Context: an optimization exercise on an open-source flow, tuned for small area. The choices shown serve that exercise and are no tape-out recipe. Only simulation tests tie the RTL to the original design; equivalence was not proved. In every run shown here, the design's own scripts or RTL, not TritonCTS, make the clock network. The flow treats the clock pin as an ideal source. Dropping or thinning the clock tree relies on that and would not hold on a real chip. Power and IR drop assume default switching activity.

--- flow/flow/run.sh ---
#!/bin/bash
# Own layout flow:
#  1. the standard synthesis (kept as std_1_2_yosys.v for reference);
#  2. the same synthesis again with an area-oriented ABC script for the
#     combinational logic (own_synth.tcl); its registers are checked against
#     the standard synthesis (names and cells) and the standard netlist is used
#     if they differ;
#  3. the standard ORFS layout from floorplan to finish, with a smaller clock
#     tree built by manual_cts.tcl and the smallest buffer on the ports.
# Each tool's output goes to a log file in this folder.
set -euo pipefail
W=$PWD
F=$W/flow
R=$W/orfs/results/$FLOW_PLATFORM/Top_Module/base
L=$W/orfs/logs/$FLOW_PLATFORM/Top_Module/base

bash standard.sh synth > $W/log_std_synth.txt 2>&1
cp $R/1_2_yosys.v $W/std_1_2_yosys.v
cp $L/1_2_yosys.log $W/log_std_yosys.txt

export OWN_ABC_SCRIPT=$F/area.abc
bash standard.sh SYNTH_SCRIPT=$F/own_synth.tcl ADDER_MAP_FILE= do-yosys > $W/log_own_synth.txt 2>&1 || true
cp $L/1_2_yosys.log $W/log_own_yosys.txt || true

regs() { grep -oE '^\s*sky130_fd_sc_hd__(df|sdf|edf)[a-z0-9_]* +[^ ]+' "$1" | sed -E 's/_[0-9]+ / /; s/^\s*//' | sort; }
if [[ -s $R/1_2_yosys.v ]] && diff <(regs $W/std_1_2_yosys.v) <(regs $R/1_2_yosys.v) > $W/log_reg_diff.txt; then
  echo "own synthesis: registers match ($(regs $R/1_2_yosys.v | wc -l))"
else
  echo "own synthesis: registers differ or synthesis failed; using the standard netlist"
  cp $W/std_1_2_yosys.v $R/1_2_yosys.v
fi
touch $R/1_2_yosys.v

export OWN_CTS_CELL=${OWN_CTS_CELL:-sky130_fd_sc_hd__clkbuf_8}
export OWN_CTS_ROOT=${OWN_CTS_ROOT:-sky130_fd_sc_hd__clkbuf_8}
export OWN_RESULTS=$R
export PLATFORM_DIR=$FLOW_HOME/platforms/$FLOW_PLATFORM
LIMIT=${OWN_SLEW_LIMIT_PS:-115}
ok=0
bash standard.sh "BUFFER_PORTS_ARGS=-buffer_cell sky130_fd_sc_hd__buf_1" place > $W/log_orfs_place.txt 2>&1
for fan in ${OWN_CTS_FANS:-18 14 11 8}; do
  export OWN_CTS_MAXFAN=$fan
  bash standard.sh clean_cts clean_route clean_finish > /dev/null 2>&1 || true
  bash standard.sh \
    "PRE_CTS_TCL=$F/manual_cts.tcl" \
    "BUFFER_PORTS_ARGS=-buffer_cell sky130_fd_sc_hd__buf_1" \
    finish > $W/log_orfs_layout_fan$fan.txt 2>&1 || continue
  openroad -no_init -exit $F/clk_slew.tcl > $W/log_clk_slew_fan$fan.txt 2>&1 || continue
  slew=$(awk '/^OWN_CLK_SLEW_PS/ {print $2}' $W/log_clk_slew_fan$fan.txt)
  echo "manual clock tree, at most $fan sinks per buffer: worst clock-pin slew $slew ps"
  if awk -v s="$slew" -v l="$LIMIT" 'BEGIN { exit !(s > 0 && s <= l) }'; then ok=1; break; fi
done
if [[ $ok == 0 ]]; then
  echo "manual clock trees too slow; using TritonCTS"
  bash standard.sh clean_cts clean_route clean_finish > /dev/null 2>&1 || true
  bash standard.sh \
    "BUFFER_PORTS_ARGS=-buffer_cell sky130_fd_sc_hd__buf_1" \
    finish > $W/log_orfs_layout_tritoncts.txt 2>&1
fi
--- flow/flow/area.abc ---
strash
&get -n
&fraig -x
&put
scorr
dc2
strash
&get -n
&dch -f
&nf -R 1000
&put
--- flow/flow/clk_slew.tcl ---
set P $::env(PLATFORM_DIR)
set R $::env(OWN_RESULTS)
read_lef $P/lef/sky130_fd_sc_hd.tlef
read_lef $P/lef/sky130_fd_sc_hd_merged.lef
read_liberty $P/lib/sky130_fd_sc_hd__tt_025C_1v80.lib
read_db $R/6_final.odb
read_sdc $R/6_final.sdc
source $P/setRC.tcl
read_spef $R/6_final.spef
set_propagated_clock [all_clocks]
set worst 0
foreach pin [all_registers -clock_pins -edge_triggered] {
  foreach edge {rise fall} {
    foreach a {min max} {
      set worst [expr { max($worst, [sta::time_ui_sta [get_property $pin slew_${a}_$edge]] * 1e12) }]
    }
  }
}
puts "OWN_CLK_SLEW_PS $worst"
puts "OWN_SETUP_WS [worst_slack -max]"
puts "OWN_HOLD_WS [worst_slack -min]"
--- flow/flow/manual_cts.tcl ---
# Clock tree for a small design, used instead of TritonCTS (ORFS's PRE_CTS_TCL
# hook): the flip-flops are split into groups of at most OWN_CTS_MAXFAN by
# position (k-means with a size cap),
# each group is driven by one clock buffer of type OWN_CTS_CELL placed at the
# group's centre, and the clock port drives only those buffers. ORFS's own
# clock_tree_synthesis call is then skipped; the rest of its CTS step (detailed
# placement, timing repair) runs as usual.
set maxfan [expr { [info exists ::env(OWN_CTS_MAXFAN)] ? $::env(OWN_CTS_MAXFAN) : 16 }]
set cell [expr { [info exists ::env(OWN_CTS_CELL)] ? $::env(OWN_CTS_CELL) : "sky130_fd_sc_hd__clkbuf_8" }]

set block [ord::get_db_block]
set clknet [[$block findBTerm clk] getNet]

# sinks: every instance pin on the clock net
set sinks {}
foreach it [$clknet getITerms] {
  set inst [$it getInst]
  set bb [$inst getBBox]
  lappend sinks [list $it [expr { ([$bb xMin] + [$bb xMax]) / 2.0 }] [expr { ([$bb yMin] + [$bb yMax]) / 2.0 }]]
}
set n [llength $sinks]
set k [expr { ($n + $maxfan - 1) / $maxfan }]
set cap [expr { ($n + $k - 1) / $k }]
puts "manual CTS: $n sinks, $k buffers of $cell, at most $cap sinks each"

# k-means, started from sinks spread along x
set sorted [lsort -real -index 1 $sinks]
set cx {}; set cy {}
for { set j 0 } { $j < $k } { incr j } {
  set s [lindex $sorted [expr { int(($j + 0.5) * $n / $k) }]]
  lappend cx [lindex $s 1]; lappend cy [lindex $s 2]
}
for { set iter 0 } { $iter < 50 } { incr iter } {
  # nearest centre with room left, sinks with the most to lose placed first
  set order {}
  set idx 0
  foreach s $sinks {
    set ds {}
    for { set j 0 } { $j < $k } { incr j } {
      lappend ds [list $j [expr { abs([lindex $s 1] - [lindex $cx $j]) + abs([lindex $s 2] - [lindex $cy $j]) }]]
    }
    set ds [lsort -real -index 1 $ds]
    set regret [expr { $k > 1 ? [lindex $ds 1 1] - [lindex $ds 0 1] : 0 }]
    lappend order [list $idx $regret $ds]
    incr idx
  }
  set order [lsort -real -decreasing -index 1 $order]
  set assign [lrepeat $n 0]
  set load [lrepeat $k 0]
  foreach o $order {
    foreach d [lindex $o 2] {
      set j [lindex $d 0]
      if { [lindex $load $j] < $cap } {
        lset assign [lindex $o 0] $j
        lset load $j [expr { [lindex $load $j] + 1 }]
        break
      }
    }
  }
  set nx {}; set ny {}
  for { set j 0 } { $j < $k } { incr j } {
    set sx 0.0; set sy 0.0; set c 0
    foreach s $sinks a $assign {
      if { $a == $j } { set sx [expr { $sx + [lindex $s 1] }]; set sy [expr { $sy + [lindex $s 2] }]; incr c }
    }
    if { $c > 0 } { lappend nx [expr { $sx / $c }]; lappend ny [expr { $sy / $c }] } else { lappend nx [lindex $cx $j]; lappend ny [lindex $cy $j] }
  }
  set cx $nx; set cy $ny
}

set master [[ord::get_db] findMaster $cell]
set drv $clknet
if { $k > 4 } {
  set rcell [expr { [info exists ::env(OWN_CTS_ROOT)] ? $::env(OWN_CTS_ROOT) : "sky130_fd_sc_hd__clkbuf_8" }]
  set root [odb::dbInst_create $block [[ord::get_db] findMaster $rcell] "clkbuf_own_root"]
  set drv [odb::dbNet_create $block "clknet_own_root"]
  $drv setSigType CLOCK
  [$root findITerm A] connect $clknet
  [$root findITerm X] connect $drv
  set sx 0.0; set sy 0.0
  foreach x $cx y $cy { set sx [expr { $sx + $x }]; set sy [expr { $sy + $y }] }
  $root setLocation [expr { int($sx / $k) }] [expr { int($sy / $k) }]
  $root setPlacementStatus PLACED
}
for { set j 0 } { $j < $k } { incr j } {
  set buf [odb::dbInst_create $block $master "clkbuf_own_$j"]
  set net [odb::dbNet_create $block "clknet_own_$j"]
  $net setSigType CLOCK
  [$buf findITerm A] connect $drv
  [$buf findITerm X] connect $net
  set c 0
  foreach s $sinks a $assign {
    if { $a == $j } {
      set it [lindex $s 0]
      $it disconnect
      $it connect $net
      incr c
    }
  }
  $buf setLocation [expr { int([lindex $cx $j]) }] [expr { int([lindex $cy $j]) }]
  $buf setPlacementStatus PLACED
  puts "manual CTS: buffer $j drives $c sinks at [expr { int([lindex $cx $j]) }] [expr { int([lindex $cy $j]) }]"
}
$clknet setSigType CLOCK

set_propagated_clock [all_clocks]
proc clock_tree_synthesis { args } {
  puts "manual CTS: clock_tree_synthesis skipped"
}
proc repair_clock_inverters { args } {}
--- flow/flow/own_synth.tcl ---
# The standard synthesis (synth_recipe.tcl, ORFS's synth.tcl) with only the ABC
# script of the combinational mapping replaced by an area-oriented one. The
# registers are mapped before ABC runs, so they keep the standard names and cells.
proc abc {args} {
  set i [lsearch -exact $args -script]
  if { $i >= 0 } {
    lset args [expr { $i + 1 }] $::env(OWN_ABC_SCRIPT)
  }
  yosys abc {*}$args
}
source [file join [file dirname [file dirname [file normalize [info script]]]] synth_recipe.tcl]
--- flow/standard.sh ---
#!/bin/bash
# synth_recipe.tcl (not shown) runs the flow's synth.tcl, then flattens the netlist and writes it again
# the make line also repeats each setting of config.mk as NAME=value (left out here)
make -C /OpenROAD-flow-scripts/flow DESIGN_CONFIG=/design/flow/config.mk WORK_HOME=/design/flow/orfs CLKGATE_MAP_FILE= SYNTH_SCRIPT=/design/flow/synth_recipe.tcl "${@:-finish}"
--- flow/config.mk ---
export PLATFORM = sky130hd
export DESIGN_NAME = Top_Module
export DESIGN_NICKNAME = Top_Module
export VERILOG_FILES = /design/flow/design.v
export SDC_FILE = /design/flow/constraint.sdc
export NUM_CORES = 4
export LEC_CHECK = 0
export CAP_MARGIN = 20
export CORE_MARGIN = 2
export CORE_UTILIZATION = 70
export SLEW_MARGIN = 20
--- flow/constraint.sdc ---
create_clock -name core_clock -period 10.0 [get_ports {clk}]
set_input_delay 2.0000 -clock core_clock [delete_from_list [all_inputs] [get_ports {clk}]]
set_output_delay 2.0000 -clock core_clock [all_outputs]
set_load 0.01 [all_outputs]
--- flow/design.v ---
module Decoder_7_segment(
    input [3:0] in,
    output [6:0] seg
    );
    wire d3 = in[3], d2 = in[2], d1 = in[1], d0 = in[0];
    assign seg[6] = (~d3 & ~d2 & ~d1 & d0) | (d2 & ~d1 & ~d0);
    assign seg[5] = d2 & (d1 ^ d0);
    assign seg[4] = ~d2 & d1 & ~d0;
    assign seg[3] = (~d3 & ~d2 & ~d1 & d0) | (d2 & ~(d1 ^ d0));
    assign seg[2] = d0 | (d2 & ~d1);
    assign seg[1] = (~d2 & d1) | (d1 & d0) | (~d3 & ~d2 & d0);
    assign seg[0] = (~d3 & ~d2 & ~d1) | (d2 & d1 & d0);
endmodule
module debounce(
    input clk_in, pb,
    output reg pb_out,
    input rst
);
    localparam [19:0] P = 20'hAAAAA;
    reg [19:0] count;
    reg past;
    reg pb_sync_0, pb_sync_1, pb_stable;
    wire eq = (pb_sync_1 == pb_stable);
    wire [19:0] s = count ^ P;
    wire z = ~|s[18:0];
    wire fb = s[19] ^ s[16] ^ z;
    wire hit = s[19] & s[14];
    always @(posedge clk_in) begin
        count <= eq ? P : ({s[18:0], fb} ^ P);
        past <= ~eq & (past ? ~z : hit);
        if (rst) begin
            pb_sync_0 <= 1'b0;
            pb_sync_1 <= 1'b0;
            pb_stable <= 1'b0;
            pb_out <= 1'b0;
        end else begin
            pb_sync_0 <= pb;
            pb_sync_1 <= pb_sync_0;
            if (!eq && past)
                pb_stable <= pb_sync_1;
            pb_out <= pb_sync_1 & ~pb_stable;
        end
    end
endmodule
module sevenseg_driver(
        input clk,
        input clr,
        input [3:0] in1,
        input [3:0] in2,
        input [3:0] in3,
        input [3:0] in4,
        output [6:0] seg,
        output [3:0] an
        );
        reg [11:0] cnt;
        reg started;
        reg [3:0] digit;
        wire load = &cnt[9:0];
        wire [1:0] st = cnt[11:10];
        reg [3:0] sel;
        always @(*) begin
            case (st)
                2'd0: sel = in1;
                2'd1: sel = in2;
                2'd2: sel = in3;
                default: sel = in4;
            endcase
        end
        always @(posedge clk) begin
            if (clr) begin
                cnt <= 12'h200;
                started <= 1'b0;
                digit <= 4'd8;
            end else begin
                cnt <= cnt + 12'd1;
                if (load) begin
                    started <= 1'b1;
                    digit <= sel;
                end
            end
        end
        assign an[3] = started & (st != 2'd1);
        assign an[2] = started & (st != 2'd2);
        assign an[1] = started & (st != 2'd3);
        assign an[0] = started & (st != 2'd0);
        Decoder_7_segment dec(digit, seg);
endmodule
module digital_clock(
    input clk,
    input en,         
    input srst,       
    input clr,        
    input hrup,
    input minup,
    output reg [3:0] s1,
    output reg [2:0] s2,
    output reg [3:0] m1,
    output reg [2:0] m2,
    output reg [3:0] h1,
    output reg [1:0] h2
    );
    reg [9:0] clkc;
    wire pre_end = &{clkc[9:5], clkc[3]};
    wire adv  = en & ~clr & ~minup & ~hrup;
    wire tick = adv & pre_end;
    wire s1_9 = s1[3] & s1[0];
    wire s2_5 = s2[2] & s2[0];
    wire m1_9 = m1[3] & m1[0];
    wire m2_5 = m2[2] & m2[0];
    wire h1_9 = h1[3] & h1[0];
    wire h_23 = h2[1] & h1[1] & h1[0];
    wire inc_s1 = tick;
    wire inc_s2 = tick & s1_9;
    wire inc_m1 = minup | (inc_s2 & s2_5);
    wire inc_m2 = inc_m1 & m1_9;
    wire inc_h  = (hrup & ~minup) | (inc_s2 & s2_5 & m1_9 & m2_5);
    wire clear = srst | clr;
    always @(posedge clk) begin
        if (srst)
            clkc <= 10'd0;
        else if (adv)
            clkc <= pre_end ? 10'd0 : clkc + 10'd1;
        if (clear) begin
            s1 <= 0; s2 <= 0; m1 <= 0; m2 <= 0; h1 <= 0; h2 <= 0;
        end else begin
            if (inc_s1) s1 <= s1_9 ? 4'd0 : s1 + 4'd1;
            if (inc_s2) s2 <= s2_5 ? 3'd0 : s2 + 3'd1;
            if (inc_m1) m1 <= m1_9 ? 4'd0 : m1 + 4'd1;
            if (inc_m2) m2 <= m2_5 ? 3'd0 : m2 + 3'd1;
            if (inc_h) begin
                if (h_23) begin
                    h1 <= 4'd0; h2 <= 2'd0;
                end else if (h1_9) begin
                    h1 <= 4'd0; h2 <= h2 + 2'd1;
                end else
                    h1 <= h1 + 4'd1;
            end
        end
    end
endmodule
module Top_Module(
    input clk,  
    input rst,  
    input sw,  
    input btnC,  
    input btnU,  
    input btnR,  
    output [6:0] seg,
    output [3:0] an,
    output [7:0] led  
);
wire [3:0] s1, m1, h1;
wire [2:0] s2, m2;
wire [1:0] h2;
reg hrup, minup;
wire btnCclr, btnUclr, btnRclr;
reg btnUclr_prev, btnRclr_prev;
debounce dbC(clk, btnC, btnCclr, rst);
debounce dbU(clk, btnU, btnUclr, rst);  
debounce dbR(clk, btnR, btnRclr, rst);  
sevenseg_driver seg7(clk, rst, {2'b00, h2}, h1, {1'b0, m2}, m1, seg, an);
digital_clock clock(clk, sw, rst, btnCclr, hrup, minup, s1, s2, m1, m2, h1, h2);
always @(posedge clk) begin
    btnUclr_prev <= btnUclr;
    btnRclr_prev <= btnRclr;
    if (rst) begin
        hrup <= 1'b0;
        minup <= 1'b0;
    end else begin
        hrup <= btnUclr & ~btnUclr_prev;
        minup <= btnRclr & ~btnRclr_prev;
    end
end
assign led[7:0] = {1'b0, s2, s1};
endmodule
==> results of run 1 <==
-- synthesized netlist by cell type --
| cell | instances |
|---|---|
| nor4b_1 | 3 |
| nor3_1 | 28 |
| xor2_1 | 5 |
| a31oi_1 | 3 |
| a211o_1 | 1 |
| nor4_1 | 3 |
| or2_0 | 2 |
| conb_1 | 1 |
| o22ai_1 | 1 |
| nor3b_1 | 6 |
| nand3_1 | 9 |
| nand2b_1 | 1 |
| mux2i_1 | 3 |
| buf_4 | 1 |
| nand2_1 | 51 |
| dfxtp_1 | 126 |
| nor2b_1 | 13 |
| o21bai_1 | 2 |
| xnor2_1 | 12 |
| a21o_1 | 1 |
| nor2_1 | 65 |
| nand4_1 | 8 |
| and2_0 | 1 |
| a21oi_1 | 42 |
| and3_1 | 16 |
| a22oi_1 | 1 |
| a31o_1 | 1 |
| o21a_1 | 4 |
| a21boi_0 | 1 |
| a221oi_1 | 4 |
| o21ai_0 | 7 |
| mux4_2 | 1 |
| clkinv_1 | 4 |
| a211oi_1 | 1 |
-- registers in the layout (all words and copies together), names as in the netlist, 2 cells and up --
register	flops
clock.clkc	10
clock.h1	4
clock.h2	2
clock.m1	4
clock.m2	3
clock.s1	4
clock.s2	3
dbC.count	20
dbR.count	20
dbU.count	20
seg7.cnt	12
seg7.digit	4
-- logic make-up (layout without fill, tap and decap cells) --
| logic type | count (synthesis) | in the layout |
|---|---|---|
| xor gates and xnor gates | 17 | 17 |
| DFF | 126 | 126 |
| other | 1 | 1 |
| muxes | 4 | 4 |
| buffers and inverters | 5 | 36 |
| and+or+nand+nor | 206 | 206 |
| AOI/OAI and AO/OA | 69 | 69 |
-- critical path: stages --
cell     delay [ns]
buf_1          0.09
and3_1         0.23
and3_1         0.31
and3_1         0.29
a21oi_1        0.12
nor2b_1        0.38
and3_1         0.28
xnor2_1        0.13
nor2_1         0.06
-- path summary, 6_finish.rpt --
check,cells after the start,slack (ns),endpoint,from
worst max register to register,9,7.52,clock.m2[1],clock.clkc[3]
worst max-delay path,9,6.35,clock.m2[1],sw
worst min-delay path,0,0.36,btnRclr_prev,dbR.pb_out
worst min register to register,0,0.36,btnRclr_prev,dbR.pb_out
-- cell usage in the layout, fill, tap and decap left out, drive strengths merged, types with 5 or more instances in the layout --
master  instances
nand2          51
buf            24
clkbuf          8
nor3           28
nor2           65
nor3b           6
nor2b          13
dfxtp         126
xnor2          12
nand3           9
a21oi          42
and3           16
xor2            5
nand4           8
o21ai           7
-- routing by layer --
metal	track usage	vias up	part of all wire
met5	0	-	0
met4	0.03051	0	0.010
met3	0.02472	10	0.047
met2	0.3750	62	0.46
met1	0.2894	1365	0.48
li1	-	1532	-
-- area by class of cell --
cell class                      instances  share of cell area
Buffer                                  8             0.02501
Inverter                                4            0.003411
Multi-Input combinational cell        297              0.3567
Sequential cell                       126              0.5731
Tap cell                               72             0.02047
Timing Repair Buffer                   24             0.02132
-- metrics by stage --
step	total power [mW]	instance area, um^2
after global placement	0.5374	4292
after floorplan	0.5316	4115
final	0.7329	4402
after global routing	0.7615	4402
after detailed placement	0.5382	4292
after CTS	0.7394	4402
-- report_power, final --
group,internal [mW],switching (mW)
Combinational,0.00587,0.0118
Clock,0.0729,0.133
Sequential,0.506,0.00322
Total,0.584,0.148
==> results_dict.tcl, run 1 <==
set metrics [dict create \
    final_cells 531 \
    die_x_um 80.68 \
    critical_path_peak_fanout 7 \
    synth_seq_area_share 0.6130 \
    power_leakage_nw 1.646 \
    yosysWarningCount 4 \
    post_synth_mux_area_share 0.01277 \
    wl_per_cell_um 12.82 \
    hp-class "reg -> reg" \
    worstSkewPairLatency_ns 0.36 \
    post_cts_hold_buffer_count 0 \
    multi_input_comb_area_mm2 0.001570 \
    maxCapViolations 0 \
    post_synth_xor_area_fraction 0.03618 \
    worstPathArrival_ns 3.90 \
    preCtsSetupSlack_ns 6.011 \
    via_per_inst 5.591 \
    core_area_mm2 0.005608 \
    detailroute.via_count 2969 \
    fraction_of_final_layout_cells_sized_beyond_drive_strength_1 0.02179 \
    nets 467 \
    critical_path_startpoint_category "input pin" \
    cp_data_required_time_ns 10.25 \
    fin_crit_sh 0.3647 \
    peak_clock_frequency_supported_by_timing_ghz 0.2742 \
    layout.area.seq_mm2 0.002522 \
    synth_compound_gate_area_share 0.09669 \
    synth_largest_type_area_fraction 0.6130 \
    detailedPlacementHpwl_um 4787 \
    worst_hold_slack_ns 0.3563 \
    number_of_antenna_violations_at_the_first_check_in_global_routing 0 \
    drt_first_iter_violations 117 \
    hold_violation_count_in_the_final_report 0 \
    postLayoutCoreUtil 0.7849 \
    grt_pass1_vias 2725 \
    synth.cell_area_mm2 0.004115 \
    cp-end-kind "flop" \
    outcome "finished clean" \
    final.setup_skew_ns 0.007472 \
    power_density_mw_per_mm2 166.5 \
    syn_nets 434 \
    grt_pass1_wl_um 11540 \
    combinational_family_with_the_most_area_after_synthesis "simple AND/OR/NAND/NOR gates" \
    post-place-cells 523 \
    ys_seq_elements 126 \
    clk_transition_reported_paths_ns 0.10 \
    initial_utilization 0.7338 \
    design.die.area_mm2 0.006508 \
    worst_pin_slew_ns 0.8111 \
    total_global_routing_track_utilization 0.2131 \
    gp_routability_congestion 0.8326 \
    cts_setup_buffers 0 \
    finalWorstSetupSlack_ns 6.353 \
    layout.filler_cells 405 \
    route.antenna.remaining_nets 0 \
    drt_pre_antenna_iters 4 \
    post_synth_main_area_contributors "dfxtp_1 (61%), nor2_1 (5.9%), a21oi_1 (5.1%), nand2_1 (4.7%), nor3_1 (3.4%)" \
    post_cts_resized 0 \
    finalWirelength_um 6807 \
    crit_type "in -> reg" \
    setup_viol 0 \
    flow.area_growth_from_synthesis_pct 6.963 \
    port_buffers 23 \
    grt_setup_unrepaired "false" \
    synth_simple_gate_area_share 0.2350 \
    n_antenna_cell 0 \
    global_route.overflow_total 0 \
    finalCriticalPeriod_ns 3.647 \
    synth-adder-area-share 0 \
    final-max-slew-violation-count 0 \
    synthesis.instances 428 \
    synth_cell_types 34 \
    die_height_um 80.68 \
    yosys.area.top_type "dfxtp_1" \
    syn_area_per_cell_um2 9.615 \
    standard_cell_rows 27 \
    drt_drc_violations_left 0 \
    grt_start_max_net_pins 39 \
    setup_tns_ns 0 \
    slew_headroom 0.4574 \
    boundaryPins 25 \
    peak_supply_drop_mv 0.1419 \
]
==> inputs of run 2 (changes only) <==
--- a/flow/flow/run.sh
+++ b/flow/flow/run.sh
@@ -35,10 +35,10 @@
 export OWN_CTS_ROOT=${OWN_CTS_ROOT:-sky130_fd_sc_hd__clkbuf_8}
 export OWN_RESULTS=$R
 export PLATFORM_DIR=$FLOW_HOME/platforms/$FLOW_PLATFORM
-LIMIT=${OWN_SLEW_LIMIT_PS:-115}
+LIMIT=${OWN_SLEW_LIMIT_PS:-120}
 ok=0
 bash standard.sh "BUFFER_PORTS_ARGS=-buffer_cell sky130_fd_sc_hd__buf_1" place > $W/log_orfs_place.txt 2>&1
-for fan in ${OWN_CTS_FANS:-18 14 11 8}; do
+for fan in ${OWN_CTS_FANS:-20 18 16 14 12 10}; do
   export OWN_CTS_MAXFAN=$fan
   bash standard.sh clean_cts clean_route clean_finish > /dev/null 2>&1 || true
   bash standard.sh \
==> flow/flow/area.abc (replaced) <==
strash
&get -n
&fraig -x
&put
scorr
dc2
strash
&get -n
&deepsyn -T 60
&put
strash
&get -n
&dch -f
&nf -R 1000
&put
strash
&get -n
&dch -f
&nf -R 1000
&put
--- a/flow/config.mk
+++ b/flow/config.mk
@@ -7,5 +7,5 @@
 export LEC_CHECK = 0
 export CAP_MARGIN = 20
 export CORE_MARGIN = 2
-export CORE_UTILIZATION = 70
+export CORE_UTILIZATION = 75
 export SLEW_MARGIN = 20
==> run 2 against run 1 <==
Against the previous run:
- still clean on timing, DRC and antenna
- final cell count shrank 4.9%
- via count shrank 3.2%
- global-route usage grew 1.2 points
- critical path depth grew 6
- clock power is essentially flat
- total power is essentially flat
- clock skew grew 0.0026 ns
- sequential power is essentially flat
- critical path type unchanged
==> results_dict.tcl, run 2 <==
set metrics [dict create \
    detailroute.via_count 2873 \
    final-max-slew-violation-count 0 \
    peak_supply_drop_mv 0.1575 \
    crit_type "in -> reg" \
    worstPathArrival_ns 5.35 \
    worst-r2r-cell-count 14 \
    post_cts_resized 0 \
    worst_path_dominant_cell_family "simple AND/OR/NAND/NOR gates" \
    total_global_routing_track_utilization 0.2255 \
    n_antenna_cell 0 \
    synth_largest_type_area_fraction 0.6280 \
    crit_path_cell_trace "buf_1 -> nor4b_1 -> nand2_1 -> nor2_1 -> and3_1 -> a21oi_1 -> nor2b_1 -> and3_1 -> a21oi_1 -> nor2_1 -> and2_0 -> nand2_1 -> nor4_1 -> nor2_1 -> a21oi_1" \
    most_common_cell_after_layout_fill_and_taps_aside "dfxtp_1" \
    hold_violation_count_in_the_final_report 0 \
    syn_nets 410 \
    cp_data_required_time_ns 10.30 \
    layout.filler_cells 323 \
    launch_point_of_the_critical_path "sw" \
    worst_pin_slew_ns 0.8422 \
    post-place-cells 497 \
    worst_hold_slack_ns 0.3514 \
    port_buffers 23 \
    outcome "finished clean" \
    slowest_stage "nor4b_1" \
    drt_drc_violations_left 0 \
    final.setup_skew_ns 0.01009 \
    number_of_antenna_violations_at_the_first_check_in_global_routing 0 \
    nets 443 \
    post_cts_hold_buffer_count 0 \
    cp.depth 15 \
    hp-class "reg -> reg" \
    worst_flop_to_flop_path_endpoint "clock.h1[2]" \
    cts_setup_buffers 0 \
    post_synth_main_area_contributors "dfxtp_1 (63%), nor2_1 (6.4%), a21oi_1 (4.6%), nand2_1 (3.9%), nor3_1 (3.0%)" \
    gp_routability_congestion 0.8173 \
    critical_path_peak_fanout 7 \
    ys_seq_elements 126 \
    crit-reg2reg-launch "minup" \
    most_frequently_used_flop_master_after_synthesis "dfxtp_1" \
    peak_clock_frequency_supported_by_timing_ghz 0.1983 \
    global_route.overflow_total 0 \
    critical_path_startpoint_category "input pin" \
    syn_area_per_cell_um2 9.941 \
    clk_transition_reported_paths_ns 0.11 \
    max_stage_delay_ns 0.64 \
    yosys.cell_count.top_type "dfxtp_1" \
    power_leakage_nw 1.640 \
    grt_pass1_wl_um 11540 \
    initial_utilization 0.7814 \
    core_area_mm2 0.005140 \
    top_regs "dbC.count (20), dbR.count (20), dbU.count (20)" \
    final_cells 505 \
    die_x_um 77.18 \
    via_per_inst 5.689 \
    setup_viol 0 \
    grt_pass1_vias 2677 \
    power_density_mw_per_mm2 170.6 \
    fraction_of_final_layout_cells_sized_beyond_drive_strength_1 0.02529 \
    cp-end-kind "flop" \
    grt_setup_unrepaired "false" \
    worstSetupEndpoint "clock.h1[2]" \
    synth.top_cells.by_count "dfxtp_1 (126), nor2_1 (68), nand2_1 (42)" \
    worst-r2r-setup-slack_ns 6.27 \
    worstSkewPairLatency_ns 0.36 \
    standard_cell_rows 26 \
    wl_per_cell_um 13.34 \
    yosys.area.top_type "dfxtp_1" \
    cp_num_buf_inv 1 \
    boundaryPins 25 \
    finalWirelength_um 6737 \
    setup_tns_ns 0 \
    design.die.area_mm2 0.005957 \
    die_height_um 77.18 \
    slew_headroom 0.4366 \
    synth_seq_area_share 0.6280 \
    drt_pre_antenna_iters 4 \
    flow.area_growth_from_synthesis_pct 7.072 \
    synthesis.instances 404 \
    finalCriticalPeriod_ns 5.044 \
    yosysWarningCount 4 \
    maxCapViolations 0 \
    drt_first_iter_violations 123 \
    detailedPlacementHpwl_um 4733 \
    route.antenna.remaining_nets 0 \
    grt_start_max_net_pins 31 \
    synth.cell_area_mm2 0.004016 \
    number_of_flops_mapped_to_enable_cells_by_yosys 0 \
    layout.cells.most_common_list "dfxtp_1 (126), nor2_1 (68), nand2_1 (42)" \
    fin_crit_sh 0.5044 \
    share_of_synthesized_flip_flops_with_an_asynchronous_set_or_reset 0 \
    synth_cell_types 34 \
]
run 2: through the flow:
step | area (um^2) | utilization | power, mW | setup slack [ns]
floorplan | 4016 | - | 0.5321 | 5.218
global placement | 4190 | 0.8152 | 0.5370 | 4.893
detailed placement | 4190 | 0.8152 | 0.5382 | 4.645
CTS | 4300 | 0.8367 | 0.7386 | 5.033
global route | 4300 | 0.8367 | 0.7590 | 4.571
finish | 4300 | 0.8367 | 0.7335 | 4.956
run 2: power by group:
part	leakage [nW]	total (mW)	internal, mW	switching [mW]
Clock	0.0575	0.207	0.0729	0.134
Combinational	0.563	0.0178	0.00628	0.0115
Sequential	1.02	0.509	0.506	0.00299
run 2: worst reg2reg max path: stages, from the launching register on:
cell and delay [ns]:
dfxtp_1 0.35, nor4b_1 0.70, nand2_1 0.15, nor2_1 0.36, and3_1 0.27, a21oi_1 0.09
nor2b_1 0.34, and3_1 0.31, a21oi_1 0.09, nor2_1 0.13, and2_0 0.31, nand2_1 0.12
nor4_1 0.26, nor2_1 0.07, a21oi_1 0.12
run 2: worst min-delay path by stage:
stage	startpoint	to	slack, ns	cells after the start
3_3_place_gp	dbR.pb_out	btnRclr_prev	0.33	0
2_1_floorplan	dbR.pb_out	btnRclr_prev	0.32	0
5_1_grt	dbR.pb_out	btnRclr_prev	0.37	0
6_report	dbR.pb_out	btnRclr_prev	0.35	0
4_1_cts	dbR.pb_out	btnRclr_prev	0.35	0
3_5_place_dp	dbR.pb_out	btnRclr_prev	0.33	0
run 2: layout make-up:
cell class	instances	area, um^2	share of cell area
buffer	8	110.1	0.02560
inverter	1	3.754	0.0008729
multi-input combinational	276	1483	0.3448
sequential	126	2522	0.5866
tap	70	87.58	0.02037
timing repair buffer	24	93.84	0.02182
run 2: cells by family after synthesis:
kind of cell,Yosys count,synth area share
and+or+nand+nor,197,0.2333
DFF,126,0.6280
xor gates and xnor gates,8,0.01745
other,1,0.0009337
buffers and inverters,2,0.002804
AOI/OAI and AO/OA,64,0.09595
muxes,6,0.02149
run 2: per-layer routing:
metal	vias to the layer above	wire (um)	GRT usage
li1	1458	-	-
met2	61	3377	0.4087
met5	-	0	0
met1	1346	3058	0.2978
met3	8	236	0.02588
met4	0	64	0.03036
==> inputs of run 3 (changes only) <==
--- a/flow/flow/run.sh
+++ b/flow/flow/run.sh
@@ -31,14 +31,14 @@
 fi
 touch $R/1_2_yosys.v
 
-export OWN_CTS_CELL=${OWN_CTS_CELL:-sky130_fd_sc_hd__clkbuf_8}
-export OWN_CTS_ROOT=${OWN_CTS_ROOT:-sky130_fd_sc_hd__clkbuf_8}
+export OWN_CTS_CELL=${OWN_CTS_CELL:-sky130_fd_sc_hd__inv_8}
+export OWN_CTS_ROOT=${OWN_CTS_ROOT:-sky130_fd_sc_hd__inv_8}
 export OWN_RESULTS=$R
 export PLATFORM_DIR=$FLOW_HOME/platforms/$FLOW_PLATFORM
 LIMIT=${OWN_SLEW_LIMIT_PS:-120}
 ok=0
 bash standard.sh "BUFFER_PORTS_ARGS=-buffer_cell sky130_fd_sc_hd__buf_1" place > $W/log_orfs_place.txt 2>&1
-for fan in ${OWN_CTS_FANS:-20 18 16 14 12 10}; do
+for fan in ${OWN_CTS_FANS:-23 20 18 16 14 12}; do
   export OWN_CTS_MAXFAN=$fan
   bash standard.sh clean_cts clean_route clean_finish > /dev/null 2>&1 || true
   bash standard.sh \
--- a/flow/flow/manual_cts.tcl
+++ b/flow/flow/manual_cts.tcl
@@ -69,14 +69,27 @@
 }
 
 set master [[ord::get_db] findMaster $cell]
+# input and output pin of a buffer or inverter cell
+proc io_iterms { inst } {
+  set in ""; set out ""
+  foreach it [$inst getITerms] {
+    if { [$it getSigType] ne "SIGNAL" } { continue }
+    if { [$it getIoType] eq "INPUT" } { set in $it }
+    if { [$it getIoType] eq "OUTPUT" } { set out $it }
+  }
+  return [list $in $out]
+}
 set drv $clknet
-if { $k > 4 } {
+# (an inverting group cell always gets an inverting root, so the flip-flops see
+# the clock's own polarity)
+if { $k > 4 || [string match "*inv*" $cell] } {
   set rcell [expr { [info exists ::env(OWN_CTS_ROOT)] ? $::env(OWN_CTS_ROOT) : "sky130_fd_sc_hd__clkbuf_8" }]
   set root [odb::dbInst_create $block [[ord::get_db] findMaster $rcell] "clkbuf_own_root"]
   set drv [odb::dbNet_create $block "clknet_own_root"]
   $drv setSigType CLOCK
-  [$root findITerm A] connect $clknet
-  [$root findITerm X] connect $drv
+  lassign [io_iterms $root] rin rout
+  $rin connect $clknet
+  $rout connect $drv
   set sx 0.0; set sy 0.0
   foreach x $cx y $cy { set sx [expr { $sx + $x }]; set sy [expr { $sy + $y }] }
   $root setLocation [expr { int($sx / $k) }] [expr { int($sy / $k) }]
@@ -86,8 +99,9 @@
   set buf [odb::dbInst_create $block $master "clkbuf_own_$j"]
   set net [odb::dbNet_create $block "clknet_own_$j"]
   $net setSigType CLOCK
-  [$buf findITerm A] connect $drv
-  [$buf findITerm X] connect $net
+  lassign [io_iterms $buf] bin bout
+  $bin connect $drv
+  $bout connect $net
   set c 0
   foreach s $sinks a $assign {
     if { $a == $j } {
==> run 3 against run 2 <==
Against the previous run:
- critical path depth unchanged
- sequential power about the same
- wire length decreased by 1.8%
- design area decreased by 0.73%
- combinational power about the same
- core utilization decreased by 0.61 points
- clock skew increased by 0.0044 ns
- via count decreased by 1.4%
- hold slack about the same
- clock power decreased by 9.7%
- critical endpoint unchanged
- highest routed layer unchanged
==> results_dict.tcl, run 3 <==
set metrics [dict create \
    outcome "finished clean" \
    final_cells 504 \
    synth.top_cells.by_count "dfxtp_1 (126), nor2_1 (68), nand2_1 (42)" \
    finalCriticalPeriod_ns 5.222 \
    slew_headroom 0.4261 \
    flow.area_growth_from_synthesis_pct 6.293 \
    yosys.area.top_type "dfxtp_1" \
    fraction_of_final_layout_cells_sized_beyond_drive_strength_1 0.02304 \
    wl_per_cell_um 13.13 \
    worst_path_dominant_cell_family "simple AND/OR/NAND/NOR gates" \
    layout.area.seq_mm2 0.002522 \
    swShare 0.2455 \
    synth_seq_area_share 0.6280 \
    power_leakage_nw 1.625 \
    layout.cells.most_common_list "dfxtp_1 (126), nor2_1 (68), nand2_1 (42)" \
    worst-r2r-cell-count 14 \
    final.setup_skew_ns 0.01450 \
    crit_path_cell_trace "buf_1 -> nor4b_1 -> nand2_1 -> nor2_1 -> and3_1 -> a21oi_1 -> nor2b_1 -> and3_1 -> a21oi_1 -> nor2_1 -> and2_0 -> nand2_1 -> nor4_1 -> nor2_1 -> a21oi_1" \
    max_stage_delay_ns 0.64 \
    synthesis.instances 404 \
    postLayoutCoreUtil 0.8306 \
    yosysWarningCount 4 \
    total_global_routing_track_utilization 0.2231 \
    synth.cell_area_mm2 0.004016 \
    synth_largest_type_area_fraction 0.6280 \
    initial_utilization 0.7814 \
    worstPathArrival_ns 5.34 \
    final-max-slew-violation-count 0 \
    cp_num_buf_inv 1 \
    standard_cell_rows 26 \
    ys_seq_elements 126 \
    cp_data_required_time_ns 10.12 \
    design_power_total_mw 0.7133 \
    worst-r2r-setup-slack_ns 6.26 \
    peak_clock_frequency_supported_by_timing_ghz 0.1915 \
    post-place-cells 497 \
    power.sequential.fraction 0.713 \
    clockPowerShare 0.262 \
    hold_violation_count_in_the_final_report 0 \
    worst_pin_slew_ns 0.8579 \
    detailroute.via_count 2834 \
    n_antenna_cell 0 \
    crit-reg2reg-launch "hrup" \
    grt_start_max_net_pins 31 \
    preCtsSetupSlack_ns 4.645 \
    hp-class "reg -> reg" \
    setup_tns_ns 0 \
    core_area_mm2 0.005140 \
    peak_supply_drop_mv 0.1383 \
    worst_flop_to_flop_path_endpoint "clock.h1[2]" \
    setup_viol 0 \
    most_frequently_used_flop_master_after_synthesis "dfxtp_1" \
    maxCapViolations 0 \
    synth_cell_types 34 \
    nets 442 \
    hold_path.startpoint "dbR.pb_out" \
    hold_path_end "btnRclr_prev" \
    post_cts_resized 0 \
    worstSkewPairLatency_ns 0.19 \
    cp-end-kind "flop" \
    critical_path_peak_fanout 7 \
    share_of_synthesized_flip_flops_with_an_asynchronous_set_or_reset 0 \
    global_route.overflow_total 0 \
    die_x_um 77.18 \
    grt_pass1_wl_um 11400 \
    multi_input_comb_area_mm2 0.001483 \
    layout.filler_cells 331 \
    port_buffers 23 \
    number_of_antenna_violations_at_the_first_check_in_global_routing 0 \
    min_delay_path_depth 0 \
    crit_type "in -> reg" \
    cts_setup_buffers 0 \
    clk_transition_reported_paths_ns 0.10 \
    total_switching_power_mw 0.1751 \
    drt_pre_antenna_iters 4 \
    post_synth_main_area_contributors "dfxtp_1 (63%), nor2_1 (6.4%), a21oi_1 (4.6%), nand2_1 (3.9%), nor3_1 (3.0%)" \
    number_of_flops_mapped_to_enable_cells_by_yosys 0 \
    syn_area_per_cell_um2 9.941 \
    boundaryPins 25 \
    detailedPlacementHpwl_um 4733 \
    syn_nets 410 \
    drt_first_iter_violations 142 \
    most_common_cell_after_layout_fill_and_taps_aside "dfxtp_1" \
    pwr-share-comb 0.025 \
    slowest_stage "nor4b_1" \
    top_regs "dbC.count (20), dbR.count (20), dbU.count (20)" \
    fin_crit_sh 0.5222 \
    yosys.cell_count.top_type "dfxtp_1" \
    finalWirelength_um 6619 \
    grt_pass1_vias 2687 \
    drt_drc_violations_left 0 \
    power_density_mw_per_mm2 167.1 \
    critical_path_startpoint_category "input pin" \
    route.antenna.remaining_nets 0 \
    finalWorstSetupSlack_ns 4.778 \
    gp_routability_congestion 0.8173 \
    die_height_um 77.18 \
    via_per_inst 5.623 \
    cellInternalPower_mw 0.5382 \
    post_cts_hold_buffer_count 0 \
    grt_setup_unrepaired "false" \
    design.die.area_mm2 0.005957 \
]
-- run 3: per-stage QoR --
step | area [um^2] | hold slack (ns)
detailed placement | 4190 | 0.3279
floorplan | 4016 | 0.3232
finish | 4269 | 0.3515
global route | 4269 | 0.3655
CTS | 4269 | 0.3512
global placement | 4190 | 0.3288
-- run 3: how the worst max path moves through the flow --
stage / from / endpoint / cells after the start / slack (ns)
finish: sw / clock.h1[2] / 15 / 4.78
global route: sw / clock.h1[3] / 14 / 4.38
CTS: sw / clock.h1[2] / 15 / 4.84
detailed placement: sw / clock.h1[2] / 15 / 4.65
global placement: sw / clock.h1[3] / 14 / 4.89
floorplan: sw / clock.h1[3] / 13 / 5.22
-- run 3: power by group through the flow --
stage          Sequential, mW  Combinational, mW  Clock (mW)
2_1_floorplan           0.520             0.0126           0
3_5_place_dp            0.520             0.0178           0
5_1_grt                 0.510             0.0198       0.208
3_3_place_gp            0.520             0.0169           0
4_1_cts                 0.509             0.0178       0.191
6_report                0.509             0.0178       0.187
-- run 3: layout make-up --
cell class,count,area share
inverters,8,0.01934
multi-input cells,276,0.3473
repair buffers,24,0.02198
flip-flops and latches,126,0.5909
well taps,70,0.02052
-- run 3: cells by family (layout without fill, tap and decap cells) --
kind of cell           after synthesis  in the layout  share of synthesized area
AND/OR/NAND/NOR                    197            197                     0.2333
flip-flops                         126            126                     0.6280
AO/OA/AOI/OAI                       64             64                    0.09595
XOR/XNOR                             8              8                    0.01745
multiplexers                         6              6                    0.02149
buffers and inverters                2             32                   0.002804
other                                1              1                  0.0009337
-- run 3: per-layer routing --
layer  up-vias  global-route usage  routed length [um]
li1       1459                   -                   -
met1      1319              0.2929                3115
met2        47              0.4087                3222
met3         9             0.01529                 157
met4         0             0.04107                 124
met5         -                   0                   0
==> inputs of run 4 (changes only) <==
--- a/flow/design.v
+++ b/flow/design.v
@@ -50,39 +50,28 @@
         input [3:0] in3,
         input [3:0] in4,
         output [6:0] seg,
-        output [3:0] an
+        output reg [3:0] an
         );
-        reg [11:0] cnt;
-        reg started;
+        localparam [9:0] P = 10'h2AA;
+        reg [9:0] segclk;
         reg [3:0] digit;
-        wire load = &cnt[9:0];
-        wire [1:0] st = cnt[11:10];
-        reg [3:0] sel;
-        always @(*) begin
-            case (st)
-                2'd0: sel = in1;
-                2'd1: sel = in2;
-                2'd2: sel = in3;
-                default: sel = in4;
-            endcase
-        end
+        wire [9:0] s = segclk ^ P;
+        wire z = ~|s[8:0];
+        wire fb = s[9] ^ s[6] ^ z;
+        wire load = (s == 10'h084);
+        wire first = ~(an[3] | an[2]);
+        wire [3:0] sel = ({4{~an[0] | first}} & in1) | ({4{~an[3] & ~first}} & in2) |
+                         ({4{~an[2] & ~first}} & in3) | ({4{~an[1] & ~first}} & in4);
         always @(posedge clk) begin
+            segclk <= clr ? P : ({s[8:0], fb} ^ P);
             if (clr) begin
-                cnt <= 12'h200;
-                started <= 1'b0;
+                an <= 4'b0000;
                 digit <= 4'd8;
-            end else begin
-                cnt <= cnt + 12'd1;
-                if (load) begin
-                    started <= 1'b1;
-                    digit <= sel;
-                end
+            end else if (load) begin
+                an <= first ? 4'b0111 : {an[0], an[3:1]};
+                digit <= sel;
             end
         end
-        assign an[3] = started & (st != 2'd1);
-        assign an[2] = started & (st != 2'd2);
-        assign an[1] = started & (st != 2'd3);
-        assign an[0] = started & (st != 2'd0);
         Decoder_7_segment dec(digit, seg);
 endmodule
 module digital_clock(
--- a/flow/flow/run.sh
+++ b/flow/flow/run.sh
@@ -2,9 +2,9 @@
 # Own layout flow:
 #  1. the standard synthesis (kept as std_1_2_yosys.v for reference);
 #  2. the same synthesis again with an area-oriented ABC script for the
-#     combinational logic (own_synth.tcl); its registers are checked against
-#     the standard synthesis (names and cells) and the standard netlist is used
-#     if they differ;
+#     combinational logic (own_synth.tcl, area.abc), once per ABC seed; the
+#     smallest netlist whose registers match the standard synthesis (names and
+#     cells) is used, or the standard netlist if none does;
 #  3. the standard ORFS layout from floorplan to finish, with a smaller clock
 #     tree built by manual_cts.tcl and the smallest buffer on the ports.
 # Each tool's output goes to a log file in this folder.
@@ -18,15 +18,37 @@
 cp $R/1_2_yosys.v $W/std_1_2_yosys.v
 cp $L/1_2_yosys.log $W/log_std_yosys.txt
 
-export OWN_ABC_SCRIPT=$F/area.abc
-bash standard.sh SYNTH_SCRIPT=$F/own_synth.tcl ADDER_MAP_FILE= do-yosys > $W/log_own_synth.txt 2>&1 || true
-cp $L/1_2_yosys.log $W/log_own_yosys.txt || true
-
+# Own synthesis, once per ABC random seed (in parallel, each in its own ORFS
+# work folder); the smallest netlist whose registers match the standard
+# synthesis is used.
 regs() { grep -oE '^\s*sky130_fd_sc_hd__(df|sdf|edf)[a-z0-9_]* +[^ ]+' "$1" | sed -E 's/_[0-9]+ / /; s/^\s*//' | sort; }
-if [[ -s $R/1_2_yosys.v ]] && diff <(regs $W/std_1_2_yosys.v) <(regs $R/1_2_yosys.v) > $W/log_reg_diff.txt; then
-  echo "own synthesis: registers match ($(regs $R/1_2_yosys.v | wc -l))"
+for S in ${OWN_SYNTH_SEEDS:-1 2 3 4}; do
+  H=$W/syn_s$S
+  mkdir -p $H
+  sed "s/&deepsyn -T 60/\&deepsyn -T 60 -S $S/" $F/area.abc > $H/area.abc
+  OWN_ABC_SCRIPT=$H/area.abc bash standard.sh WORK_HOME=$H SYNTH_SCRIPT=$F/own_synth.tcl ADDER_MAP_FILE= \
+    $H/results/$FLOW_PLATFORM/Top_Module/base/1_2_yosys.v > $W/log_own_synth_s$S.txt 2>&1 &
+done
+wait || true
+best=""; best_area=""
+for S in ${OWN_SYNTH_SEEDS:-1 2 3 4}; do
+  H=$W/syn_s$S
+  v=$H/results/$FLOW_PLATFORM/Top_Module/base/1_2_yosys.v
+  st=$H/reports/$FLOW_PLATFORM/Top_Module/base/synth_stat.txt
+  cp $H/logs/$FLOW_PLATFORM/Top_Module/base/1_2_yosys.log $W/log_own_yosys_s$S.txt 2>/dev/null || true
+  [[ -s $v && -s $st ]] || { echo "own synthesis seed $S: failed"; continue; }
+  if ! diff <(regs $W/std_1_2_yosys.v) <(regs $v) > $W/log_reg_diff_s$S.txt; then
+    echo "own synthesis seed $S: registers differ from the standard synthesis"; continue
+  fi
+  a=$(awk '/Chip area for module/ {print $NF}' $st | tail -1)
+  echo "own synthesis seed $S: area $a, registers match ($(regs $v | wc -l))"
+  if [[ -z $best_area ]] || awk -v a="$a" -v b="$best_area" 'BEGIN { exit !(a < b) }'; then best=$v; best_area=$a; fi
+done
+if [[ -n $best ]]; then
+  echo "using $best ($best_area)"
+  cp $best $R/1_2_yosys.v
 else
-  echo "own synthesis: registers differ or synthesis failed; using the standard netlist"
+  echo "no own synthesis usable; using the standard netlist"
   cp $W/std_1_2_yosys.v $R/1_2_yosys.v
 fi
 touch $R/1_2_yosys.v
@@ -38,7 +60,7 @@
 LIMIT=${OWN_SLEW_LIMIT_PS:-120}
 ok=0
 bash standard.sh "BUFFER_PORTS_ARGS=-buffer_cell sky130_fd_sc_hd__buf_1" place > $W/log_orfs_place.txt 2>&1
-for fan in ${OWN_CTS_FANS:-23 20 18 16 14 12}; do
+for fan in ${OWN_CTS_FANS:-26 23 20 18 16 14}; do
   export OWN_CTS_MAXFAN=$fan
   bash standard.sh clean_cts clean_route clean_finish > /dev/null 2>&1 || true
   bash standard.sh \
==> run 4 against run 3 <==
Against the previous run:
- largest power group unchanged
- sequential cell count up 1
- core utilization down 0.18 points
- design area is 0.85% lower
- hold slack gained 0.0055 ns
- die area is 0.87% lower
- still clean
- sequential share of layout area up 0.98 points
- sequential power is 0.8% higher
- global-route usage shrank 0.17 points
- first-iteration DRC count is 27% lower
==> results_dict.tcl, run 4 <==
set metrics [dict create \
    peak_supply_drop_mv 0.1528 \
    route.antenna.remaining_nets 0 \
    slowest_stage "nor4b_1" \
    dr_wl_met3_um 246 \
    max_stage_delay_ns 0.56 \
    grt_setup_unrepaired "false" \
    power.sequential.fraction 0.715 \
    launch_point_of_the_critical_path "sw" \
    boundaryPins 25 \
    die_height_um 76.85 \
    setup_tns_ns 0 \
    flow.area_growth_from_synthesis_pct 6.350 \
    cellInternalPower_mw 0.5428 \
    grt_pass1_wl_um 11250 \
    fraction_of_final_layout_cells_sized_beyond_drive_strength_1 0.01818 \
    clockPowerShare 0.260 \
    n_antenna_cell 0 \
    design_power_total_mw 0.7178 \
    post_cts_resized 0 \
    critical_path_peak_fanout 7 \
    syn_area_per_cell_um2 9.707 \
    detailroute.via_count 2784 \
    drt_drc_violations_left 0 \
    slew_headroom 0.4430 \
    crit-reg2reg-launch "hrup" \
    grt_start_max_net_pins 30 \
    swShare 0.2438 \
    power_leakage_nw 1.572 \
    number_of_antenna_violations_at_the_first_check_in_global_routing 0 \
    syn_nets 416 \
    initial_utilization 0.7793 \
    hold_violation_count_in_the_final_report 0 \
    hold_path.startpoint "dbU.pb_out" \
    via_per_inst 5.459 \
    die_x_um 76.85 \
    cp-end-kind "flop" \
    drt_pre_antenna_iters 5 \
    top_signal_layer_used "met4" \
    setup_viol 0 \
    maxCapViolations 0 \
    cp_num_buf_inv 1 \
    fin_crit_sh 0.5189 \
    final.setup_skew_ns 0.01461 \
    worst_path_dominant_cell_family "simple AND/OR/NAND/NOR gates" \
    port_buffers 23 \
    drt_first_iter_violations 103 \
    wl_met1_um 3007 \
    peak_clock_frequency_supported_by_timing_ghz 0.1927 \
    crit_path_cell_trace "buf_1 -> nor4b_1 -> nand3_1 -> nor2_1 -> nand3_1 -> nor2_1 -> a21oi_1 -> nor2b_1 -> and3_1 -> a21oi_1 -> nor2_1 -> and2_0 -> nand2_1 -> nand2_1 -> nor3_1" \
    gp_routability_congestion 0.8023 \
    nets 448 \
    synthesis.instances 410 \
    most_common_cell_after_layout_fill_and_taps_aside "dfxtp_1" \
    crit_type "in -> reg" \
    hp-class "reg -> reg" \
    worstPathArrival_ns 5.28 \
    final-max-slew-violation-count 0 \
    post_cts_hold_buffer_count 0 \
    grt_pass1_vias 2654 \
    worst_pin_slew_ns 0.8327 \
    met2_wirelength_um 3154 \
    timing.critical_path.mode_cell "nor2_1" \
    standard_cell_rows 26 \
    finalWirelength_um 6487 \
    critical_path_startpoint_category "input pin" \
    outcome "finished clean" \
    cp_data_required_time_ns 10.09 \
    total_switching_power_mw 0.1750 \
    detailedPlacementHpwl_um 4689 \
    finalCriticalPeriod_ns 5.189 \
    clk_transition_reported_paths_ns 0.11 \
    worstSkewPairLatency_ns 0.19 \
    top_regs "dbC.count (20), dbR.count (20), dbU.count (20)" \
    pwr-share-comb 0.025 \
    global_route.overflow_total 0 \
    worst-r2r-setup-slack_ns 6.31 \
    synth.cell_area_mm2 0.003980 \
    layout.cells.most_common_list "dfxtp_1 (127), nor2_1 (75), nand2_1 (53)" \
    power_density_mw_per_mm2 169.6 \
    core_area_mm2 0.005107 \
    total_global_routing_track_utilization 0.2214 \
    design.die.area_mm2 0.005905 \
    yosysWarningCount 4 \
    wl_per_cell_um 12.72 \
    cts_setup_buffers 0 \
]
==> run 4: final timing paths <==
check,end,cells after the start
hold reg to reg,btnUclr_prev,0
hold / removal,btnUclr_prev,0
setup reg to reg,clock.h1[2],14
setup / recovery,clock.h1[2],15
==> run 4: stage by stage <==
step	std cells	util	hold slack (ns)	setup slack (ns)	area, um^2
floorplan	410	-	0.3232	5.201	3980
global placement	503	0.8133	0.3325	4.862	4154
CTS	510	0.8288	0.3562	4.852	4233
finish	510	0.8288	0.3570	4.811	4233
detailed placement	503	0.8133	0.3351	4.660	4154
global route	510	0.8288	0.3639	4.216	4233
==> run 4: power by group through the flow <==
stage / clock [mW] / sequential (mW) / combinational [mW]
after floorplan: 0 / 0.524 / 0.0130
after global placement: 0 / 0.525 / 0.0175
after detailed placement: 0 / 0.525 / 0.0181
after CTS: 0.189 / 0.513 / 0.0182
after global routing: 0.207 / 0.514 / 0.0206
final: 0.186 / 0.513 / 0.0181
==> run 4: area by class of cell <==
cell class                      instances  area [um^2]
Tap cell                               70        87.58
Multi-Input combinational cell        274         1400
Fill cell                             320        874.6
Sequential cell                       127         2542
Inverter                               15        108.9
Timing Repair Buffer                   24        93.84
==> run 4: metal layers <==
layer | vias up | GRT usage
met1 | 1275 | 0.2894
li1 | 1445 | -
met4 | 0 | 0.02182
met5 | - | 0
met3 | 8 | 0.02118
met2 | 56 | 0.4123
==> run 4: worst register-to-register path: stages, from the launching register on <==
cell and delay, ns:
dfxtp_1 0.33, nor4b_1 0.62, nand3_1 0.14, nor2_1 0.31, nand3_1 0.14, nor2_1 0.28, a21oi_1 0.14, nor2b_1 0.39
and3_1 0.34, a21oi_1 0.10, nor2_1 0.10, and2_0 0.34, nand2_1 0.16, nand2_1 0.14, nor3_1 0.07
==> inputs of run 5 (changes only) <==
--- a/flow/design.v
+++ b/flow/design.v
@@ -89,7 +89,8 @@
     output reg [1:0] h2
     );
     reg [9:0] clkc;
-    wire pre_end = &{clkc[9:5], clkc[3]};
+    localparam [9:0] OFS = 10'd23;
+    wire pre_end = &clkc;
     wire adv  = en & ~clr & ~minup & ~hrup;
     wire tick = adv & pre_end;
     wire s1_9 = s1[3] & s1[0];
@@ -106,9 +107,9 @@
     wire clear = srst | clr;
     always @(posedge clk) begin
         if (srst)
-            clkc <= 10'd0;
+            clkc <= OFS;
         else if (adv)
-            clkc <= pre_end ? 10'd0 : clkc + 10'd1;
+            clkc <= pre_end ? OFS : clkc + 10'd1;
         if (clear) begin
             s1 <= 0; s2 <= 0; m1 <= 0; m2 <= 0; h1 <= 0; h2 <= 0;
         end else begin
==> run 5 against run 4 <==
Against the previous run:
- still clean on timing, DRC and antenna
- core utilization is 0.61 points lower
- wire length is 2.0% lower
- critical path type unchanged
- register-to-register slack worse by 1.2 ns
- via count is 0.18% lower
- highest routed layer unchanged
- die area is 0.47% lower
==> results_dict.tcl, run 5 <==
set metrics [dict create \
    setup_tns_ns 0 \
    outcome "finished clean" \
    port_buffers 23 \
    grt_pass1_vias 2555 \
    critical_path_peak_fanout 7 \
    grt_start_max_net_pins 35 \
    final.setup_skew_ns 0.005980 \
    setup_viol 0 \
    drt_drc_violations_left 0 \
    fin_crit_sh 0.6110 \
    peak_supply_drop_mv 0.1553 \
    peak_clock_frequency_supported_by_timing_ghz 0.1637 \
    die_x_um 76.67 \
    crit_path_cell_trace "buf_1 -> and3_1 -> and4_1 -> and3_1 -> and3_1 -> and3_1 -> and2_0 -> and3_1 -> a21oi_1 -> nor2b_1 -> and3_1 -> a21oi_1 -> nor2_1 -> and2_0 -> nand2b_1 -> o31ai_1 -> a2111oi_0 -> nand2_1 -> o21ai_0" \
    max_stage_delay_ns 0.59 \
    die_height_um 76.67 \
    initial_utilization 0.7754 \
    grt_setup_unrepaired "false" \
    hp-class "reg -> reg" \
    most_common_cell_after_layout_fill_and_taps_aside "dfxtp_1" \
    n_antenna_cell 0 \
    synth.cell_area_mm2 0.003960 \
    clk_transition_reported_paths_ns 0.11 \
    worstPathArrival_ns 6.23 \
    finalCriticalPeriod_ns 6.110 \
    nets 439 \
    hold_violation_count_in_the_final_report 0 \
    finalWirelength_um 6356 \
    syn_area_per_cell_um2 9.851 \
    via_per_inst 5.547 \
    power_leakage_nw 1.574 \
    cts_setup_buffers 0 \
    post_cts_resized 0 \
    number_of_antenna_violations_at_the_first_check_in_global_routing 0 \
    critical_path_startpoint_category "input pin" \
    synthesis.instances 402 \
    final-max-slew-violation-count 0 \
    postLayoutCoreUtil 0.8226 \
    detailedPlacementHpwl_um 4568 \
    fraction_of_final_layout_cells_sized_beyond_drive_strength_1 0.01624 \
    total_global_routing_track_utilization 0.2163 \
    slowest_stage "a2111oi_0" \
    drt_pre_antenna_iters 4 \
    design.die.area_mm2 0.005878 \
    power_density_mw_per_mm2 172.1 \
    wl_per_cell_um 12.69 \
    boundaryPins 25 \
    layout.filler_cells 313 \
    layout.cells.most_common_list "dfxtp_1 (127), nor2_1 (63), nand2_1 (56)" \
    core_area_mm2 0.005107 \
    post_cts_hold_buffer_count 0 \
    detailroute.via_count 2779 \
    gp_routability_congestion 0.8100 \
    cp_data_required_time_ns 10.12 \
    multi_input_comb_area_mm2 0.001384 \
    maxCapViolations 0 \
    route.antenna.remaining_nets 0 \
    timing.critical_path.mode_cell "and3_1" \
    standard_cell_rows 26 \
    worstSkewPairLatency_ns 0.18 \
    drt_first_iter_violations 161 \
    layout.area.seq_mm2 0.002542 \
    syn_nets 408 \
    top_regs "dbC.count (20), dbR.count (20), dbU.count (20)" \
    grt_pass1_wl_um 10860 \
    slew_headroom 0.4458 \
    yosysWarningCount 4 \
    flow.area_growth_from_synthesis_pct 6.098 \
    cp-end-kind "flop" \
    crit_type "in -> reg" \
    global_route.overflow_total 0 \
    worst_pin_slew_ns 0.8285 \
]
## run 5: final timing paths
kind	cells past startpoint	startpoint	slack, ns	endpoint
max	19	sw	3.89	clock.h1[3]
min	0	dbR.pb_out	0.36	btnRclr_prev
max reg2reg	19	minup	5.14	clock.h1[3]
min reg2reg	0	dbR.pb_out	0.36	btnRclr_prev
## run 5: worst max-delay path, delay by kind of cell
kind / cells / cell delay, ns
buffers and inverters: 1 / 0.08
AOI/OAI and AO/OA: 5 / 1.03
and+or+nand+nor: 13 / 3.11
## run 5: area by class of cell
cell class                      count  share of cell area
Inverter                           13             0.02233
Multi-Input combinational cell    267              0.3294
Sequential cell                   127              0.6051
Tap cell                           70             0.02085
Timing Repair Buffer               24             0.02233
## run 5: per-layer routing
metal  global-route usage  wire (um)
met2               0.3781       2957
met4              0.06000        197
met5                    0          0
met3              0.01647        254
met1               0.2917       2947
## run 5: power by group
group / switching [mW] / leakage (nW) / internal, mW
sequential: 0.00602 / 1.03 / 0.514
clock: 0.154 / 0.0363 / 0.0232
combinational: 0.0154 / 0.509 / 0.0104
## run 5: stage by stage
step / cells / total power [mW] / worst slack, ns / area [um^2] / hold WS [ns]
3_5_place_dp: 495 / 0.5573 / 3.761 / 4134 / 0.3483
3_3_place_gp: 495 / 0.5557 / 4.103 / 4134 / 0.3303
4_1_cts: 501 / 0.7262 / 3.950 / 4202 / 0.3612
6_report: 501 / 0.7231 / 3.890 / 4202 / 0.3624
2_1_floorplan: 402 / 0.5489 / 4.445 / 3960 / 0.3232
5_1_grt: 501 / 0.7495 / 3.363 / 4202 / 0.3636
==> inputs of run 6 (changes only) <==
--- a/flow/flow/run.sh
+++ b/flow/flow/run.sh
@@ -22,16 +22,20 @@
 # work folder); the smallest netlist whose registers match the standard
 # synthesis is used.
 regs() { grep -oE '^\s*sky130_fd_sc_hd__(df|sdf|edf)[a-z0-9_]* +[^ ]+' "$1" | sed -E 's/_[0-9]+ / /; s/^\s*//' | sort; }
-for S in ${OWN_SYNTH_SEEDS:-1 2 3 4}; do
+SEEDS=${OWN_SYNTH_SEEDS:-1 2 3 4 5 6 7 8}
+n=0
+for S in $SEEDS; do
   H=$W/syn_s$S
   mkdir -p $H
   sed "s/&deepsyn -T 60/\&deepsyn -T 60 -S $S/" $F/area.abc > $H/area.abc
   OWN_ABC_SCRIPT=$H/area.abc bash standard.sh WORK_HOME=$H SYNTH_SCRIPT=$F/own_synth.tcl ADDER_MAP_FILE= \
     $H/results/$FLOW_PLATFORM/Top_Module/base/1_2_yosys.v > $W/log_own_synth_s$S.txt 2>&1 &
+  n=$((n + 1))
+  if (( n % ${NUM_CORES:-4} == 0 )); then wait || true; fi
 done
 wait || true
 best=""; best_area=""
-for S in ${OWN_SYNTH_SEEDS:-1 2 3 4}; do
+for S in $SEEDS; do
   H=$W/syn_s$S
   v=$H/results/$FLOW_PLATFORM/Top_Module/base/1_2_yosys.v
   st=$H/reports/$FLOW_PLATFORM/Top_Module/base/synth_stat.txt
==> run 6 against run 5 <==
Against the previous run:
- sequential share of layout area is essentially flat
- clock power down 3%
- wire length decreased by 1.5%
- combinational power is 15% lower
- via count is 0.14% lower
- sequential power decreased by 0.8%
- clock skew rose by 0.0025 ns
- critical endpoint is now clock.h2[1]
- largest cell class unchanged
==> results_dict.tcl, run 6 <==
set metrics [dict create \
    pwr-share-comb 0.031 \
    standard_cell_rows 26 \
    clk_transition_reported_paths_ns 0.11 \
    number_of_antenna_violations_at_the_first_check_in_global_routing 0 \
    die_x_um 76.65 \
    layout.filler_cells 328 \
    worstSetupEndpoint "clock.h2[1]" \
    post-place-cells 494 \
    grt_start_max_net_pins 34 \
    worst_pin_slew_ns 0.8772 \
    syn_area_per_cell_um2 9.872 \
    design_power_total_mw 0.7092 \
    worst-r2r-setup-slack_ns 5.51 \
    n_antenna_cell 0 \
    maxCapViolations 0 \
    worst-r2r-cell-count 19 \
    fraction_of_final_layout_cells_sized_beyond_drive_strength_1 0.01628 \
    crit_path_cell_trace "buf_1 -> and3_1 -> and4_1 -> and3_1 -> and3_1 -> and3_1 -> and2_0 -> and3_1 -> a21oi_1 -> nor2b_1 -> and3_1 -> a21oi_1 -> nor2_1 -> nand2_1 -> nor2_1 -> and2_0 -> o21ai_0 -> o21ai_0 -> nor2_1" \
    total_global_routing_track_utilization 0.2176 \
    global_route.overflow_total 0 \
    power_leakage_nw 1.581 \
    worstPathArrival_ns 5.80 \
    worstSkewPairLatency_ns 0.18 \
    final_area_mm2 0.004200 \
    drt_first_iter_violations 121 \
    cp-end-kind "flop" \
    port_buffers 23 \
    power.sequential.fraction 0.728 \
    route.antenna.remaining_nets 0 \
    slew_headroom 0.4132 \
    peak_supply_drop_mv 0.1480 \
    worst_hold_slack_ns 0.3555 \
    postLayoutCoreUtil 0.8224 \
    finalCriticalPeriod_ns 5.745 \
    clockPowerShare 0.241 \
    top_regs "dbC.count (20), dbR.count (20), dbU.count (20)" \
    syn_nets 407 \
    via_per_inst 5.550 \
    swShare 0.2331 \
    initial_utilization 0.7751 \
    synth.cell_area_mm2 0.003959 \
    critical_path_peak_fanout 7 \
    finalWirelength_um 6259 \
    detailedPlacementHpwl_um 4512 \
    cts_setup_buffers 0 \
    min_delay_path_depth 0 \
    crit_type "in -> reg" \
    most_common_cell_after_layout_fill_and_taps_aside "dfxtp_1" \
    outcome "finished clean" \
    finalWorstSetupSlack_ns 4.255 \
    cellInternalPower_mw 0.5438 \
    total_switching_power_mw 0.1653 \
    yosysWarningCount 4 \
    post_cts_hold_buffer_count 0 \
    grt_pass1_vias 2662 \
    cp_data_required_time_ns 10.05 \
    launch_point_of_the_critical_path "sw" \
    setup_viol 0 \
    boundaryPins 25 \
    worst_flop_to_flop_path_endpoint "clock.h2[1]" \
    grt_setup_unrepaired "false" \
    final-max-slew-violation-count 0 \
    timing.critical_path.mode_cell "and3_1" \
    grt_pass1_wl_um 11010 \
    setup_tns_ns 0 \
    drt_pre_antenna_iters 4 \
    placed_cell_area_mm2 0.004133 \
    design.die.area_mm2 0.005875 \
    nets 438 \
    slowest_stage "nor2b_1" \
    cp.depth 19 \
    core_area_mm2 0.005107 \
    post_cts_resized 0 \
    die_height_um 76.65 \
    fin_crit_sh 0.5745 \
    layout.cells.most_common_list "dfxtp_1 (127), nor2_1 (67), nand2_1 (48)" \
    critical_path_startpoint_category "input pin" \
    flow.area_growth_from_synthesis_pct 6.100 \
    peak_clock_frequency_supported_by_timing_ghz 0.1741 \
    final.setup_skew_ns 0.008477 \
    gp_routability_congestion 0.8479 \
    max_stage_delay_ns 0.34 \
    cp_num_buf_inv 1 \
    hold_violation_count_in_the_final_report 0 \
    power_density_mw_per_mm2 168.8 \
    preCtsSetupSlack_ns 4.151 \
    hp-class "reg -> reg" \
    worst_path_dominant_cell_family "simple AND/OR/NAND/NOR gates" \
    crit-reg2reg-launch "minup" \
    final_cells 500 \
    wl_per_cell_um 12.52 \
    synthesis.instances 401 \
    detailroute.via_count 2775 \
    drt_drc_violations_left 0 \
]
## run 6: layout make-up
| type | count | area [um^2] | area share |
|---|---|---|---|
| Sequential cell | 127 | 2542 | 0.6053 |
| Inverter | 12 | 90.09 | 0.02145 |
| Tap cell | 70 | 87.58 | 0.02085 |
| Multi-Input combinational cell | 267 | 1386 | 0.3301 |
| Timing Repair Buffer | 24 | 93.84 | 0.02234 |
## run 6: power by group through the flow
stage / logic [mW] / registers [mW] / clock network (mW)
after floorplan: 0.0162 / 0.527 / 0
after global placement: 0.0212 / 0.528 / 0
after detailed placement: 0.0220 / 0.528 / 0
after CTS: 0.0221 / 0.516 / 0.178
after global routing: 0.0250 / 0.517 / 0.195
final: 0.0220 / 0.516 / 0.171
## run 6: worst min path at each step
stage	end	start	slack (ns)
after floorplan	btnRclr_prev	dbR.pb_out	0.32
after global placement	btnUclr_prev	dbU.pb_out	0.33
after detailed placement	btnUclr_prev	dbU.pb_out	0.34
after CTS	btnUclr_prev	dbU.pb_out	0.36
after global routing	btnUclr_prev	dbU.pb_out	0.37
final	btnUclr_prev	dbU.pb_out	0.36
## run 6: per-layer routing
metal | GRT usage | vias up | share of wire
li1 | - | 1419 | -
met5 | 0 | - | 0
met4 | 0.03818 | 0 | 0.018
met3 | 0.01294 | 10 | 0.029
met1 | 0.2786 | 1294 | 0.46
met2 | 0.4115 | 52 | 0.50

port drivers added, routing unchanged:
The results above use ideal ports. As a check the final layouts listed here were re-extracted and re-timed, cells and wires unchanged. Step 1, drivers: a clkbuf_16 drives clk and a buf_2 each remaining input, both assumed. Step 2 adds t to the input delays and takes it off the output delays; t is the mean of the earliest and latest rising clock arrival at the registers after step 1. Input paths then give back, and output paths get back, about the clock's delay inside the block. a / b / c = ideal / step 1 / step 2; a / b = the first two.
run | t, ns | setup slack, ns | worst setup path at the end | pins driven straight from the clock port
run 1 | 0.382 | 6.353 / 6.353 / 5.972 | input to register | 1
run 2 | 0.384 | 4.956 / 4.951 / 4.567 | input to register | 1
run 3 | 0.227 | 4.778 / 4.793 / 4.566 | input to register | 1
run 4 | 0.228 | 4.811 / 4.831 / 4.603 | input to register | 1
run 5 | 0.226 | 3.890 / 3.912 / 3.686 | input to register | 1
run 6 | 0.217 | 4.255 / 4.278 / 4.061 | input to register | 1
After both steps setup and hold are still met in every run listed. For run 2, which loses most, drivers alone change the setup slack by -0.005 ns; drivers and shift together by -0.389 ns.
